This design comes from an exercise in tuning for small area and a short achievable clock period on the open sky130 flow, not from production work. Function was checked by simulation only, so behaviour that the tests miss may differ from the original. The flow treats the clock pin as an ideal source. Dropping or thinning the clock tree relies on that and would not hold on a real chip. Power is estimated from default activity; no workload was simulated.

==> flow/design.v (excerpt) <==
module FLP_adder_7(
    input  [31:0] A,
    input  [31:0] B,
    input         rst,
    input         clk,
    output [31:0] sum
);
export LEC_CHECK = 0
export ABC_AREA = 1
export CAP_MARGIN = 20
export CORE_MARGIN = 2
export CORE_UTILIZATION = 40
export SETUP_SLACK_MARGIN = 3.27
export SLEW_MARGIN = 20
export TNS_END_PERCENT = 5
create_clock -name core_clock -period 5.0 [get_ports {clk}]
standard.sh (not shown) runs the stock make flow with config.mk's settings and CLKGATE_MAP_FILE= SYNTH_SCRIPT=/design/flow/synth_recipe.tcl, a recipe that flattens the netlist after the stock synthesis.
==> flow/flow/run.sh <==
#!/bin/bash
# Standard ORFS layout with smaller input-port buffers and a two-level
# clock tree (root buffers, leaf buffers) without dummy loads. Each tool's output goes to its own log under
# orfs/logs; make's output goes to make.log.
set -euo pipefail
here=$(pwd)
bash standard.sh \
  POST_GLOBAL_PLACE_TCL="$here/flow/inbuf.tcl" \
  POST_CTS_TCL="$here/flow/clk_tree.tcl" \
  CTS_ARGS="-sink_clustering_enable -repair_clock_nets -dont_use_dummy_load -sink_clustering_size 24 -sink_clustering_max_diameter 100" \
  finish > make.log 2>&1
==> flow/flow/clk_tree.tcl <==
# After CTS: make the clock tree two buffers deep. The leaf clock buffers
# are driven straight from root buffers (the intermediate level is removed),
# and the root is split into up to four copies, each driving the leaf
# buffers nearest to it. Every register still sees root buffer + leaf buffer.
set block [ord::get_db_block]
set root_net [$block findNet clknet_0_clk]
set nroots 4
if { $root_net != "NULL" } {
  # 1. remove the intermediate level
  set mids {}
  foreach it [$root_net getITerms] {
    if { [$it isInputSignal] } {
      set inst [$it getInst]
      if { [string match "sky130_fd_sc_hd__clkbuf*" [[$inst getMaster] getName]] } {
        lappend mids $inst
      }
    }
  }
  foreach inst $mids {
    set onet [[$inst findITerm X] getNet]
    set leaves {}
    set ok 1
    foreach it [$onet getITerms] {
      if { [$it isInputSignal] } {
        lappend leaves $it
        if { ![string match "sky130_fd_sc_hd__clkbuf*" [[[$it getInst] getMaster] getName]] } { set ok 0 }
      }
    }
    if { !$ok } { continue }
    foreach it $leaves {
      $it disconnect
      $it connect $root_net
    }
    puts "clk_tree: removed [$inst getName], [llength $leaves] leaf buffers now on clknet_0_clk"
    [$inst findITerm A] disconnect
    [$inst findITerm X] disconnect
    odb::dbInst_destroy $inst
    odb::dbNet_destroy $onet
  }

  # 2. split the root buffer: group the leaf buffers by angle around their
  # centre, one root buffer per group
  set root_it [lindex [$root_net getITerms] 0]
  set root {}
  set leaves {}
  foreach it [$root_net getITerms] {
    if { [$it isOutputSignal] } { set root [$it getInst] } else { lappend leaves $it }
  }
  set clk_net [[$root findITerm A] getNet]
  set n [llength $leaves]
  set cx 0; set cy 0
  foreach it $leaves {
    set b [[$it getInst] getBBox]
    set cx [expr {$cx + ([$b xMin] + [$b xMax]) / 2.0}]
    set cy [expr {$cy + ([$b yMin] + [$b yMax]) / 2.0}]
  }
  set cx [expr {$cx / $n}]; set cy [expr {$cy / $n}]
  set keyed {}
  foreach it $leaves {
    set b [[$it getInst] getBBox]
    set x [expr {([$b xMin] + [$b xMax]) / 2.0 - $cx}]
    set y [expr {([$b yMin] + [$b yMax]) / 2.0 - $cy}]
    lappend keyed [list [expr {atan2($y, $x)}] $it $x $y]
  }
  set keyed [lsort -real -index 0 $keyed]
  set k [expr {min($nroots, $n)}]
  set master [[$root getMaster] getName]
  set lib_master [$root getMaster]
  for {set g 0} {$g < $k} {incr g} {
    set lo [expr {($g * $n) / $k}]
    set hi [expr {(($g + 1) * $n) / $k - 1}]
    set grp [lrange $keyed $lo $hi]
    set gx 0; set gy 0
    foreach e $grp { set gx [expr {$gx + [lindex $e 2]}]; set gy [expr {$gy + [lindex $e 3]}] }
    set gx [expr {int($cx + $gx / [llength $grp] / 2.0)}]
    set gy [expr {int($cy + $gy / [llength $grp] / 2.0)}]
    if { $g == 0 } {
      set inst $root
      set net $root_net
    } else {
      set inst [odb::dbInst_create $block $lib_master "clkbuf_root_${g}_clk"]
      set net [odb::dbNet_create $block "clknet_root_${g}_clk"]
      $net setSigType CLOCK
      [$inst findITerm A] connect $clk_net
      [$inst findITerm X] connect $net
      foreach e $grp {
        set it [lindex $e 1]
        $it disconnect
        $it connect $net
      }
    }
    $inst setLocation $gx $gy
    $inst setPlacementStatus PLACED
    puts "clk_tree: [$inst getName] drives [llength $grp] leaf buffers"
  }
}

# 3. use buf_12 for the root and leaf buffers: lower insertion delay than
# clkbuf_16 at these loads, with flip-flop clock slew well inside the limit
foreach inst [$block getInsts] {
  set name [$inst getName]
  if { [string match "clkbuf_*_clk" $name] } {
    replace_cell [get_cells $name] sky130_fd_sc_hd__buf_12
  }
}

# legalise the moved and added buffers
detailed_placement
check_placement -verbose
estimate_parasitics -placement
Other scripts of this flow, unchanged in this note and not shown: flow/flow/inbuf.tcl
The starting point completed with no timing, DRC or antenna violations.
==> next run, changes <==
--- a/flow/flow/run.sh
+++ b/flow/flow/run.sh
@@ -1,5 +1,6 @@
 #!/bin/bash
 # Standard ORFS layout with smaller input-port buffers and a two-level
-# clock tree (root buffers, leaf buffers) without dummy loads. Each tool's output goes to its own log under
+# clock tree (root buffers, leaf buffers, see clk_tree.tcl) without dummy
+# loads. Each tool's output goes to its own log under
 # orfs/logs; make's output goes to make.log.
 set -euo pipefail
--- a/flow/flow/clk_tree.tcl
+++ b/flow/flow/clk_tree.tcl
@@ -3,4 +3,5 @@
 # and the root is split into up to four copies, each driving the leaf
 # buffers nearest to it. Every register still sees root buffer + leaf buffer.
+# Root and leaf buffers are then buf_12 cells.
 set block [ord::get_db_block]
 set root_net [$block findNet clknet_0_clk]
Settings changed: SETUP_SLACK_MARGIN 3.27 to 3.31.
Effect:
- worst hold slack stays flat
- cell area came out higher by about 0.33%
- via count stays flat
- setup slack is better by 0.073 ns
- flip-flop and latch count does not change
- global-route usage is unchanged
- combinational power stays flat
- wire length hardly moves
- die area does not change
- maximum frequency climbs by 4.3%
- core utilization increases by 0.15 points
==> next run, changes <==
--- a/flow/flow/run.sh
+++ b/flow/flow/run.sh
@@ -1,6 +1,5 @@
 #!/bin/bash
 # Standard ORFS layout with smaller input-port buffers and a two-level
-# clock tree (root buffers, leaf buffers, see clk_tree.tcl) without dummy
-# loads. Each tool's output goes to its own log under
+# clock tree (root buffers, leaf buffers) without dummy loads. Each tool's output goes to its own log under
 # orfs/logs; make's output goes to make.log.
 set -euo pipefail
--- a/flow/flow/clk_tree.tcl
+++ b/flow/flow/clk_tree.tcl
@@ -3,5 +3,4 @@
 # and the root is split into up to four copies, each driving the leaf
 # buffers nearest to it. Every register still sees root buffer + leaf buffer.
-# Root and leaf buffers are then buf_12 cells.
 set block [ord::get_db_block]
 set root_net [$block findNet clknet_0_clk]
@@ -97,13 +96,4 @@
 }
 
-# 3. use buf_12 for the root and leaf buffers: lower insertion delay than
-# clkbuf_16 at these loads, with flip-flop clock slew well inside the limit
-foreach inst [$block getInsts] {
-  set name [$inst getName]
-  if { [string match "clkbuf_*_clk" $name] } {
-    replace_cell [get_cells $name] sky130_fd_sc_hd__buf_12
-  }
-}
-
 # legalise the moved and added buffers
 detailed_placement
Settings changed: SETUP_SLACK_MARGIN 3.31 to 3.27, TNS_END_PERCENT 5 to 0.
Total power came out higher slightly.
Flip-flop and latch count does not change.
Cell area barely changes.
Clock power came out higher by a few percent.
Utilization stays flat.
Via count came out lower slightly.
Global-route usage stays flat.
Die area does not change.
Setup slack is worse by 0.14 ns.
First-iteration DRC count came out lower by roughly a tenth.
==> next run, changes <==
Settings changed: CORE_UTILIZATION 40 to 50, TNS_END_PERCENT 0 to 5.
=> Synthesized area is unchanged. Setup slack is better by 0.092 ns. Utilization climbs by 11 points. First-iteration DRC count came out lower by 16%. Die area goes down by 20%. Combinational power is about the same. Wire length came out higher by 1.4%. Worst hold slack hardly moves.
==> next run, changes <==
Settings changed: CORE_UTILIZATION 50 to 40, TNS_END_PERCENT 5 to 2.
Result:
- hold slack is about the same
- global-route usage drops by 3.1 points
- final area barely changes
- wire length drops by 1.3%
==> next run, changes <==
Settings changed: TNS_END_PERCENT 2 to 5.
Cell count barely changes.
Via count barely changes.
Clock power hardly moves.
Final area barely changes.
Sequential cell count is unchanged.
Utilization goes up by 0.12 points.
Worst setup slack improved by 0.097 ns.


== try-fjord ==
Starting RTL as in the previous note.
==> flow/design.v (excerpt) <==
module FLP_adder_7(
    input  [31:0] A,
    input  [31:0] B,
    input         rst,
    input         clk,
    output [31:0] sum
);
export LEC_CHECK = 0
export ABC_AREA = 1
export CAP_MARGIN = 20
export CORE_MARGIN = 2
export CORE_UTILIZATION = 40
export SETUP_SLACK_MARGIN = 3.31
export SLEW_MARGIN = 20
export TNS_END_PERCENT = 5
create_clock -name core_clock -period 5.0 [get_ports {clk}]
==> flow/flow/run.sh <==
#!/bin/bash
# Standard ORFS layout with smaller input-port buffers and a two-level
# clock tree (root buffers, leaf buffers) without dummy loads. Each tool's output goes to its own log under
# orfs/logs; make's output goes to make.log.
set -euo pipefail
here=$(pwd)
bash standard.sh \
  POST_GLOBAL_PLACE_TCL="$here/flow/inbuf.tcl" \
  POST_CTS_TCL="$here/flow/clk_tree.tcl" \
  CTS_ARGS="-sink_clustering_enable -repair_clock_nets -dont_use_dummy_load -sink_clustering_size 24 -sink_clustering_max_diameter 100" \
  finish > make.log 2>&1
==> flow/flow/clk_tree.tcl <==
# After CTS: make the clock tree two buffers deep. The leaf clock buffers
# are driven straight from root buffers (the intermediate level is removed),
# and the root is split into up to four copies, each driving the leaf
# buffers nearest to it. Every register still sees root buffer + leaf buffer.
set block [ord::get_db_block]
set root_net [$block findNet clknet_0_clk]
set nroots 4
if { $root_net != "NULL" } {
  # 1. remove the intermediate level
  set mids {}
  foreach it [$root_net getITerms] {
    if { [$it isInputSignal] } {
      set inst [$it getInst]
      if { [string match "sky130_fd_sc_hd__clkbuf*" [[$inst getMaster] getName]] } {
        lappend mids $inst
      }
    }
  }
  foreach inst $mids {
    set onet [[$inst findITerm X] getNet]
    set leaves {}
    set ok 1
    foreach it [$onet getITerms] {
      if { [$it isInputSignal] } {
        lappend leaves $it
        if { ![string match "sky130_fd_sc_hd__clkbuf*" [[[$it getInst] getMaster] getName]] } { set ok 0 }
      }
    }
    if { !$ok } { continue }
    foreach it $leaves {
      $it disconnect
      $it connect $root_net
    }
    puts "clk_tree: removed [$inst getName], [llength $leaves] leaf buffers now on clknet_0_clk"
    [$inst findITerm A] disconnect
    [$inst findITerm X] disconnect
    odb::dbInst_destroy $inst
    odb::dbNet_destroy $onet
  }

  # 2. split the root buffer: group the leaf buffers by angle around their
  # centre, one root buffer per group
  set root_it [lindex [$root_net getITerms] 0]
  set root {}
  set leaves {}
  foreach it [$root_net getITerms] {
    if { [$it isOutputSignal] } { set root [$it getInst] } else { lappend leaves $it }
  }
  set clk_net [[$root findITerm A] getNet]
  set n [llength $leaves]
  set cx 0; set cy 0
  foreach it $leaves {
    set b [[$it getInst] getBBox]
    set cx [expr {$cx + ([$b xMin] + [$b xMax]) / 2.0}]
    set cy [expr {$cy + ([$b yMin] + [$b yMax]) / 2.0}]
  }
  set cx [expr {$cx / $n}]; set cy [expr {$cy / $n}]
  set keyed {}
  foreach it $leaves {
    set b [[$it getInst] getBBox]
    set x [expr {([$b xMin] + [$b xMax]) / 2.0 - $cx}]
    set y [expr {([$b yMin] + [$b yMax]) / 2.0 - $cy}]
    lappend keyed [list [expr {atan2($y, $x)}] $it $x $y]
  }
  set keyed [lsort -real -index 0 $keyed]
  set k [expr {min($nroots, $n)}]
  set master [[$root getMaster] getName]
  set lib_master [$root getMaster]
  for {set g 0} {$g < $k} {incr g} {
    set lo [expr {($g * $n) / $k}]
    set hi [expr {(($g + 1) * $n) / $k - 1}]
    set grp [lrange $keyed $lo $hi]
    set gx 0; set gy 0
    foreach e $grp { set gx [expr {$gx + [lindex $e 2]}]; set gy [expr {$gy + [lindex $e 3]}] }
    set gx [expr {int($cx + $gx / [llength $grp] / 2.0)}]
    set gy [expr {int($cy + $gy / [llength $grp] / 2.0)}]
    if { $g == 0 } {
      set inst $root
      set net $root_net
    } else {
      set inst [odb::dbInst_create $block $lib_master "clkbuf_root_${g}_clk"]
      set net [odb::dbNet_create $block "clknet_root_${g}_clk"]
      $net setSigType CLOCK
      [$inst findITerm A] connect $clk_net
      [$inst findITerm X] connect $net
      foreach e $grp {
        set it [lindex $e 1]
        $it disconnect
        $it connect $net
      }
    }
    $inst setLocation $gx $gy
    $inst setPlacementStatus PLACED
    puts "clk_tree: [$inst getName] drives [llength $grp] leaf buffers"
  }
}

# 3. use buf_12 for the root and leaf buffers: lower insertion delay than
# clkbuf_16 at these loads, with flip-flop clock slew well inside the limit
foreach inst [$block getInsts] {
  set name [$inst getName]
  if { [string match "clkbuf_*_clk" $name] } {
    replace_cell [get_cells $name] sky130_fd_sc_hd__buf_12
  }
}

# legalise the moved and added buffers
detailed_placement
check_placement -verbose
estimate_parasitics -placement
Other scripts of this flow, unchanged in this note and not shown: flow/flow/inbuf.tcl
try-fjord: no failed stages, no open violations at the end
Modified inputs, try-quartz compared to try-fjord
Settings: swapping 5 for 20 in TNS_END_PERCENT; swapping 3.31 for 3.3 in SETUP_SLACK_MARGIN.
--- a/flow/flow/clk_tree.tcl
+++ b/flow/flow/clk_tree.tcl
@@ -98,9 +97,0 @@
-# 3. use buf_12 for the root and leaf buffers: lower insertion delay than
-# clkbuf_16 at these loads, with flip-flop clock slew well inside the limit
-foreach inst [$block getInsts] {
-  set name [$inst getName]
-  if { [string match "clkbuf_*_clk" $name] } {
-    replace_cell [get_cells $name] sky130_fd_sc_hd__buf_12
-  }
-}
-
--- outcome ---
- NOTE design area try-fjord->try-quartz increased by a few percent
- In try-quartz, maximum fanout count along the critical path is lower than in try-fjord.
- Re net switching component of the power: try-quartz is about 1.2% up on try-fjord.
- For post-synthesis net count, try-fjord and try-quartz come out practically identical.
- Required time reported for the critical path endpoint (lower): try-quartz
- Compare try-quartz and try-fjord | final worst-path setup slack higher: try-fjord
- On per-cell via count in the routed design, try-quartz and try-fjord are neck and neck.
Here is what was changed in the inputs of try-harbor compared with try-quartz.
Settings: SETUP_SLACK_MARGIN now 3.27, was 3.3.
Findings:
Number of setup violations in the final report: try-harbor vs try-quartz identical
Compared with try-quartz, in try-harbor detailed-route wire length per cell decreased by 0.34% relative to the old numbers; number of fill cells roughly the same; wire length on met2 went down by about 0.6%; final design instance area without fill shows a reduction of about 0.37%.
Diff try-quartz -> try-harbor: register-to-register slack did not really move, routed length on met3 has increased.
diff inputs: try-harbor => try-raven
Settings: swapping 20 for 5 in TNS_END_PERCENT.
--- a/flow/flow/run.sh
+++ b/flow/flow/run.sh
@@ -2,3 +2,4 @@
-# Standard ORFS layout with smaller input-port buffers and a two-level
-# clock tree (root buffers, leaf buffers) without dummy loads. Each tool's output goes to its own log under
-# orfs/logs; make's output goes to make.log.
+# Standard ORFS layout with: ABC mapping from flow/abc.script (registers as
+# in the standard synthesis), smaller input-port buffers, and a two-level
+# clock tree (root buffers, leaf buffers) without dummy loads. Each tool's
+# output goes to its own log under orfs/logs; make's output to make.log.
@@ -6,0 +8 @@
+export FLOW_ABC_SCRIPT="$here/flow/abc.script"
@@ -7,0 +10 @@
+  SYNTH_SCRIPT="$here/flow/synth.tcl" \
==> flow/flow/abc.script (new file) <==
strash
dch
map -B 0.5
topo
stime -c
buffer -c
upsize -c
dnsize -c
==> flow/flow/synth.tcl (new file) <==
# The standard synthesis (synth_recipe.tcl), with ABC's technology
# mapping run from flow/abc.script instead of ORFS's abc_area.script.
proc synth {args} { yosys synth -nofsm -noshare {*}$args }
proc abc {args} {
  set i [lsearch -exact $args -script]
  if { $i >= 0 } { lset args [expr {$i + 1}] $::env(FLOW_ABC_SCRIPT) }
  yosys abc {*}$args
}
source $::env(SCRIPTS_DIR)/synth.tcl
# left out here: clear keep_hierarchy, flatten, clean up, hide names made inside functions, write 1_2_yosys.v
[summary]
The number of cells on the worst reg-to-reg path in try-raven sits 3 above the value recorded for try-harbor. For try-harbor and try-raven, there was not a single run that failed to finish clean. Est. power | try-raven vs try-harbor | try-raven lower. Taking try-harbor as the reference, in try-raven number of clock sinks seen by CTS essentially unchanged, wire length per cell essentially unchanged.
Modified inputs, try-onyx compared to try-raven
==> flow/flow/run.sh <==
#!/bin/bash
# Standard ORFS layout with smaller input-port buffers and a two-level
# clock tree (root buffers, leaf buffers) without dummy loads. Each tool's output goes to its own log under
# orfs/logs; make's output goes to make.log.
set -euo pipefail
here=$(pwd)
bash standard.sh \
  POST_GLOBAL_PLACE_TCL="$here/flow/inbuf.tcl" \
  POST_CTS_TCL="$here/flow/clk_tree.tcl" \
  CTS_ARGS="-sink_clustering_enable -repair_clock_nets -dont_use_dummy_load -sink_clustering_size 30 -sink_clustering_max_diameter 100" \
  finish > make.log 2>&1
removed: flow/flow/abc.script
removed: flow/flow/synth.tcl
Notes after the runs:
Number of placed cells counting well taps in try-onyx is about 1% above try-raven.
Comparing try-raven with try-onyx, the global-route wire length before repair came out essentially unchanged.
~same end-of-flow core utilization in try-raven and try-onyx
The static leakage in try-onyx was higher than what try-raven gave.
try-onyx ran to completion and came out clean on the timing, design-rule and antenna checks.
Path type of the worst setup path: reg -> out -> try-onyx, in -> reg -> try-raven
Cell area in try-onyx vs try-raven: up 0.89%
Higher relative contribution of the clock network to total power was reported by try-raven, not try-onyx.
Die boundary width: try-onyx vs try-raven up 0.78%
Going from try-raven to try-onyx, tightest hold margin shrank by 0.027 ns, via count rose 23, power spent charging and discharging nets held.

## port drivers added, routing unchanged
How much do the figures lean on ideal ports? The routed layouts below were timed once more, with nothing changed but the port constraints.
Step 1: set_driving_cell puts a clkbuf_16 on clk and a buf_2 on each other input, an assumption about the parent block.
Step 2 moves the port delays by t, midway between the first and last clock arrival at a register: inputs arrive t later, outputs are due t later. That takes back most of the time a late clock gives input paths.
Three values: ideal, step 1, step 2; two values: the first two.
run | t (ns) | setup slack, ns | worst hold slack (ns) | worst data-port slew with drivers (ns)
the first run of note 1 | 0.323 | 3.225 / 3.218 / 2.971 | 0.328 / 0.328 / 0.328 | 0.03
the second run of note 1 | 0.323 | 3.298 / 3.218 / 3.040 | 0.327 / 0.327 / 0.327 | 0.04
the third run of note 1 | 0.366 | 3.162 / 3.175 / 2.861 | 0.328 / 0.328 / 0.328 | 0.03
the fourth run of note 1 | 0.366 | 3.254 / 3.169 / 3.052 | 0.330 / 0.330 / 0.330 | 0.03
the fifth run of note 1 | 0.366 | 3.162 / 3.175 / 2.861 | 0.328 / 0.328 / 0.328 | 0.03
the sixth run of note 1 | 0.366 | 3.260 / 3.176 / 2.975 | 0.328 / 0.328 / 0.328 | 0.03
try-fjord | 0.323 | 3.298 / 3.218 / 3.040 | 0.327 / 0.327 / 0.327 | 0.04
try-quartz | 0.366 | 3.260 / 3.176 / 3.044 | 0.328 / 0.328 / 0.328 | 0.04
try-harbor | 0.366 | 3.260 / 3.176 / 3.025 | 0.328 / 0.328 / 0.328 | 0.03
try-raven | 0.378 | 3.186 / 3.174 / 2.866 | 0.331 / 0.331 / 0.331 | 0.03
try-onyx | 0.369 | 3.240 / 3.160 / 3.026 | 0.304 / 0.304 / 0.304 | 0.04
After both steps setup and hold are still met in every run listed. The setup slack of try-raven, which loses most, moves by -0.012 ns with the drivers and by -0.320 ns with both steps.
